This is an optimization exercise on Yosys and OpenROAD, whose aim is a short achievable clock period and few clock cycles, not a production implementation.
In this exercise RTL edits were held to simulation tests only and were not proved equivalent to the original.
The clock port is modelled as an ideal driver; clocking choices that lean on that would not hold on a real chip.
Power and IR drop assume default switching activity.

==> flow/design.v (excerpt) <==
module mips #(parameter BLO = 16,    
              parameter BLL = 4,     
              parameter BHL = 4)     
            (input         clk, reset,
            output [31:0] pc,
            input  [31:0] instr,
            output        memwrite,
            output [31:0] memaddr,
            output [31:0] memwritedata,
            input  [31:0] memreaddata);
  reg  [31:0] pcF;
  reg  [31:0] rasF;        
  reg  [31:0] rasC;        
  reg  [31:0] instrD;
  reg  [31:0] pc4D;        
  reg  [31:0] rasD;        
  reg         predTD;      
  reg         bmissD;      
  reg  [31:0] btgtD;       
  reg         bcD;         
  reg         rsZD, rtZD;  
  reg  [31:0] rv1D, rv2D;  
  reg         fEsD, fEtD, fMsD, fMtD, fWsD, fWtD;
  reg  [31:0] aE, bE, wdE;
  reg  [31:0] altE;        
  reg  [4:0]  selE;        
  reg         sltsE;       
  reg         jrE, jalE;
  reg         misEqE, misNeE;   
  reg         regwriteE, memtoregE, memwriteE;
  reg  [4:0]  wrE;
  reg  [31:0] aluoutM, wdM;
  reg         regwriteM, memtoregM, memwriteM;
  reg  [4:0]  wrM;
  reg  [31:0] resW;
  reg         regwriteW;
  reg  [4:0]  wrW;
  reg  [31:1] weW;         
  wire [31:0] aluoutE;
  wire        redirect;    
  wire [31:0] redirpc;
  wire        stall;       
  wire        redirectD;   
  wire [31:0] pcD_fix;     
  wire [31:0] btrueD;      
  assign pc = pcF;
  wire [5:0] opF = instr[31:26];
  wire isJF   = (opF == 6'b000010);
  wire isJALF = (opF == 6'b000011);
  wire isBEQF = (opF == 6'b000100);
  wire isBNEF = (opF == 6'b000101);
  ...
Size: about 6400 cells after synthesis, ~76000 um^2 of cells after synthesis.
clock: 7.5 ns
lec_check: 0
abc_clock_period_in_ps: 3000
cap_margin: 20
core_margin: 2
core_utilization: 50
setup_slack_margin: 4.5
slew_margin: 20
standard.sh (not shown) runs the stock make flow with config.mk's settings and CLKGATE_MAP_FILE= SYNTH_SCRIPT=/design/flow/synth_recipe.tcl, a recipe that flattens the netlist after the stock synthesis.
==> flow/flow/run.sh <==
#!/bin/bash
# Layout flow: the standard ORFS flow (standard.sh) with these changes:
#  - synthesis leaves adders to abc (ADDER_MAP_FILE empty) instead of
#    mapping them to the library's full/half adder cells, which cut the
#    carry paths into pieces abc times on their own, and abc maps with
#    flow/abc.script (one choice-computing pass and a delay-oriented
#    mapping, instead of five restructuring rounds); everything else in
#    synthesis (and so every register) is as standard.sh makes it,
#  - the port buffers are plain sky130_fd_sc_hd__buf_4 cells (buffer_ports
#    otherwise picks a clkdlybuf4s50 delay cell, about 0.5 ns slow), and
#  - the delay cells are added to the don't-use list, so timing repair does
#    not size buffers into them, and
#  - after clock tree synthesis, flow/post_cts.tcl gives the registers that
#    drive output ports a stronger flip-flop and the port buffers a
#    stronger buffer (ORFS's POST_CTS_TCL hook).
# Each step's full output goes to a log file of its own here.
set -euo pipefail

# the platform's own don't-use list
PLAT_CFG="$FLOW_HOME/platforms/$FLOW_PLATFORM/config.mk"
DU=$(awk '/^export DONT_USE_CELLS \+= *\\/{on=1; next} on{ line=$0; cont=sub(/\\[ \t]*$/, "", line); printf "%s ", line; if (!cont) on=0 }' "$PLAT_CFG" | xargs)
DLY="sky130_fd_sc_hd__clkdlybuf4s15_1 sky130_fd_sc_hd__clkdlybuf4s15_2 sky130_fd_sc_hd__clkdlybuf4s18_1 sky130_fd_sc_hd__clkdlybuf4s18_2 sky130_fd_sc_hd__clkdlybuf4s25_1 sky130_fd_sc_hd__clkdlybuf4s25_2 sky130_fd_sc_hd__clkdlybuf4s50_1 sky130_fd_sc_hd__clkdlybuf4s50_2 sky130_fd_sc_hd__dlygate4sd1_1 sky130_fd_sc_hd__dlygate4sd2_1 sky130_fd_sc_hd__dlygate4sd3_1 sky130_fd_sc_hd__dlymetal6s2s_1 sky130_fd_sc_hd__dlymetal6s4s_1 sky130_fd_sc_hd__dlymetal6s6s_1"
echo "platform don't-use: $DU" > flow_dont_use.log
echo "added: $DLY" >> flow_dont_use.log

# synthesis as the standard flow makes it (synth_recipe.tcl), but with no
# adder cells and with abc's script replaced by flow/abc.script
ABC_SCRIPT="$PWD/flow/abc.script"
{
  head -n 1 synth_recipe.tcl
  echo "proc abc {args} { set i [lsearch -exact \$args -script]; if {\$i >= 0} { lset args [expr {\$i + 1}] {$ABC_SCRIPT} }; yosys abc {*}\$args }"
  tail -n +2 synth_recipe.tcl
} > flow_synth.tcl
bash standard.sh "ADDER_MAP_FILE=" "SYNTH_SCRIPT=$PWD/flow_synth.tcl" synth > flow_synth.log 2>&1

# the rest of the layout
POST_CTS_TCL="$PWD/flow/post_cts.tcl" bash standard.sh "DONT_USE_CELLS=$DU $DLY" \
  "BUFFER_PORTS_ARGS=-buffer_cell sky130_fd_sc_hd__buf_4" finish > flow_layout.log 2>&1
Other scripts of this flow, unchanged in this note and not shown: flow/flow/abc.script, flow/flow/post_cts.tcl
Testbench counts at the start, summed over its fixed seeds: cycles 18,690.
==> next run, changes <==
--- a/flow/design.v
+++ b/flow/design.v
@@ -16,13 +16,12 @@
   reg  [31:0] pc4D;        
   reg  [31:0] rasD;        
   reg         predTD;      
   reg         bmissD;      
   reg  [31:0] btgtD;       
   reg         bcD;         
-  reg         rsZD, rtZD;  
   reg  [31:0] rv1D, rv2D;  
   reg         fEsD, fEtD, fMsD, fMtD, fWsD, fWtD;
   reg  [31:0] aE, bE, wdE;
   reg  [31:0] altE;        
   reg  [4:0]  selE;        
   reg         sltsE;       
@@ -39,13 +38,12 @@
   reg  [31:1] weW;         
   wire [31:0] aluoutE;
   wire        redirect;    
   wire [31:0] redirpc;
   wire        stall;       
   wire        redirectD;   
-  wire [31:0] pcD_fix;     
   wire [31:0] btrueD;      
   assign pc = pcF;
   wire [5:0] opF = instr[31:26];
   wire isJF   = (opF == 6'b000010);
   wire isJALF = (opF == 6'b000011);
   wire isBEQF = (opF == 6'b000100);
@@ -67,13 +65,13 @@
   wire [31:0] npcF = (isJF | isJALF) ? jtgtF :
                      isJRF           ? rasF  : pc4F;
   always @(posedge clk) begin
     if (reset)          pcF <= 32'b0;
     else if (redirect)  pcF <= redirpc;
     else if (stall)     pcF <= pcF;
-    else if (redirectD) pcF <= pcD_fix;
+    else if (redirectD) pcF <= btrueD;
     else if (predTF)    pcF <= btgtF;
     else                pcF <= npcF;
   end
   always @(posedge clk) begin
     if (reset) begin
       rasF <= 32'b0;
@@ -163,14 +161,12 @@
       instrD <= instr;
       predTD <= predTF;
       pc4D   <= pc4F;
       rasD   <= rasF;
       wrD    <= wrF;
       btgtD  <= btgtF;
-      rsZD   <= (instr[25:21] == 5'b0);
-      rtZD   <= (instr[20:16] == 5'b0);
       bcD    <= bc;
       isBneD <= isBNEF;
       isLuiD <= isLuiF;
       immZD  <= isOriF;
       sltsD  <= rSltF | isSltiF;
       selD   <= {sltF, rOrF | isOriF, rAndF, rSubF, ~(sltF | rOrF | isOriF | rAndF | rSubF)};
@@ -195,33 +191,23 @@
   assign stall = memtoregE && ((usesAD && fEs) || (usesRtD && fEt));
   wire [31:0] sextD = {{16{imm[15]}}, imm};
   wire [29-BLO:0] bhi;
   pfx_add #(30 - BLO, BHL) bdadd(.a(btgtD[31:BLO+2]), .b(sextD[29:BLO]), .cin(bcD),
                                  .s(bhi), .cout());
   assign btrueD    = {bhi, btgtD[BLO+1:0]};
+  assign redirectD = bmissD;
   wire [31:0] bImm = isJRD  ? rasD :
                      isLuiD ? {imm, 16'b0} :
                      isJalD ? pc4D :
                      immZD  ? {16'b0, imm} : sextD;
   wire        aZero = isLuiD | isJalD;
   wire        aRF   = ~aZero & rfs;              
   wire        bRF   = usesBrD & rft;             
   wire [31:0] aOth  = aZero ? 32'b0 : fwdsv;
   wire [31:0] bOth  = usesBrD ? fwdtv : bImm;
   wire [31:0] rtv   = rft ? rf2 : fwdtv;
-  wire        zsum  = ~((aE[0] ^ bE[0]) |
-                        |((aE[31:1] ^ bE[31:1]) ^ (aE[30:0] | bE[30:0])));
-  wire        addE  = regwriteE & selE[0] & ~memtoregE;
-  wire        ldM   = memtoregM & (fMs | fMt);
-  wire        fromD = ~fEs & ~fEt & rfs & rft;
-  wire        fromE = addE & ((fEs & rtZD) | (fEt & rsZD));
-  wire        resD  = isBrD & ~stall & ~ldM & (fromD | fromE);
-  wire        eqD   = fromD ? (rf1 == rf2) : zsum;
-  wire        takD  = isBneD ? ~eqD : eqD;
-  assign redirectD = (resD & (takD != predTD)) | bmissD;
-  assign pcD_fix   = (resD & ~takD) ? pc4D : btrueD;
   always @(posedge clk) begin
     if (reset || redirect || stall) begin
       regwriteE <= 1'b0;
       memtoregE <= 1'b0;
       memwriteE <= 1'b0;
       jrE       <= 1'b0;
@@ -236,14 +222,14 @@
     aE     <= (usesAD & fEs)  ? aluoutE : aRF ? rf1 : aOth;
     bE     <= (usesBrD & fEt) ? aluoutE : bRF ? rf2 : bOth;
     wdE    <= (isSwD & fEt)   ? aluoutE : rtv;
     altE   <= predTD ? pc4D : btrueD;
     selE   <= selD;
     sltsE  <= sltsD;
-    misEqE <= ~(reset | redirect | stall | resD) & isBrD & (predTD == isBneD);
-    misNeE <= ~(reset | redirect | stall) & ((isBrD & ~resD & (predTD != isBneD)) | isJRD);
+    misEqE <= ~(reset | redirect | stall) & isBrD & (predTD == isBneD);
+    misNeE <= ~(reset | redirect | stall) & ((isBrD & (predTD != isBneD)) | isJRD);
     wrE    <= wrD;
   end
   wire [31:0] srca = aE;
   wire [31:0] srcb = bE;
   wire [31:0] sum, dif;
   wire        coutd;
What happened: Via count falls by 8.6%. Design area decreases by about 3%. Maximum frequency came out higher by 13%. Cell count came out lower by about 7%. First-iteration DRC count is lower by about 17%. Total power decreases by 2.8%. Wire length goes down by 7.9%. Sequential share of layout area went up by 1.3 points.
Testbench counts after the change, summed over its fixed seeds: cycles 19,042.

[re-timing with driven ports]
How much do the figures lean on ideal ports? The routed layouts below were timed once more, with nothing changed but the port constraints. Step 1 (the two cells are an assumption about what drives the block):
set clk [get_ports {clk}]
set_driving_cell -lib_cell sky130_fd_sc_hd__clkbuf_16 $clk
set_driving_cell -lib_cell sky130_fd_sc_hd__buf_2 [delete_from_list [all_inputs] $clk]
Step 2 also shifts input and output timing later by t, the mid clock arrival at the registers, as if the neighbouring blocks saw the same clock. Slacks: ideal ports / drivers / drivers and shift; pairs: ideal ports / drivers.
| run | t (ns) | setup WS [ns] | hold slack, ns | clock arrival spread, ns | worst slew at a driven data input, ns |
|---|---|---|---|---|---|
| the first run | 0.875 | 4.038 / 4.024 / 3.149 | 0.324 / 0.324 / 0.324 | 0.050 / 0.050 | 0.23 |
| the second run | 0.874 | 4.448 / 4.348 / 3.474 | 0.324 / 0.324 / 0.324 | 0.034 / 0.034 | 0.27 |
After both steps setup and hold are still met in every run listed. The setup slack of the second run, which loses most, moves by -0.100 ns with the drivers and by -0.974 ns with both steps.
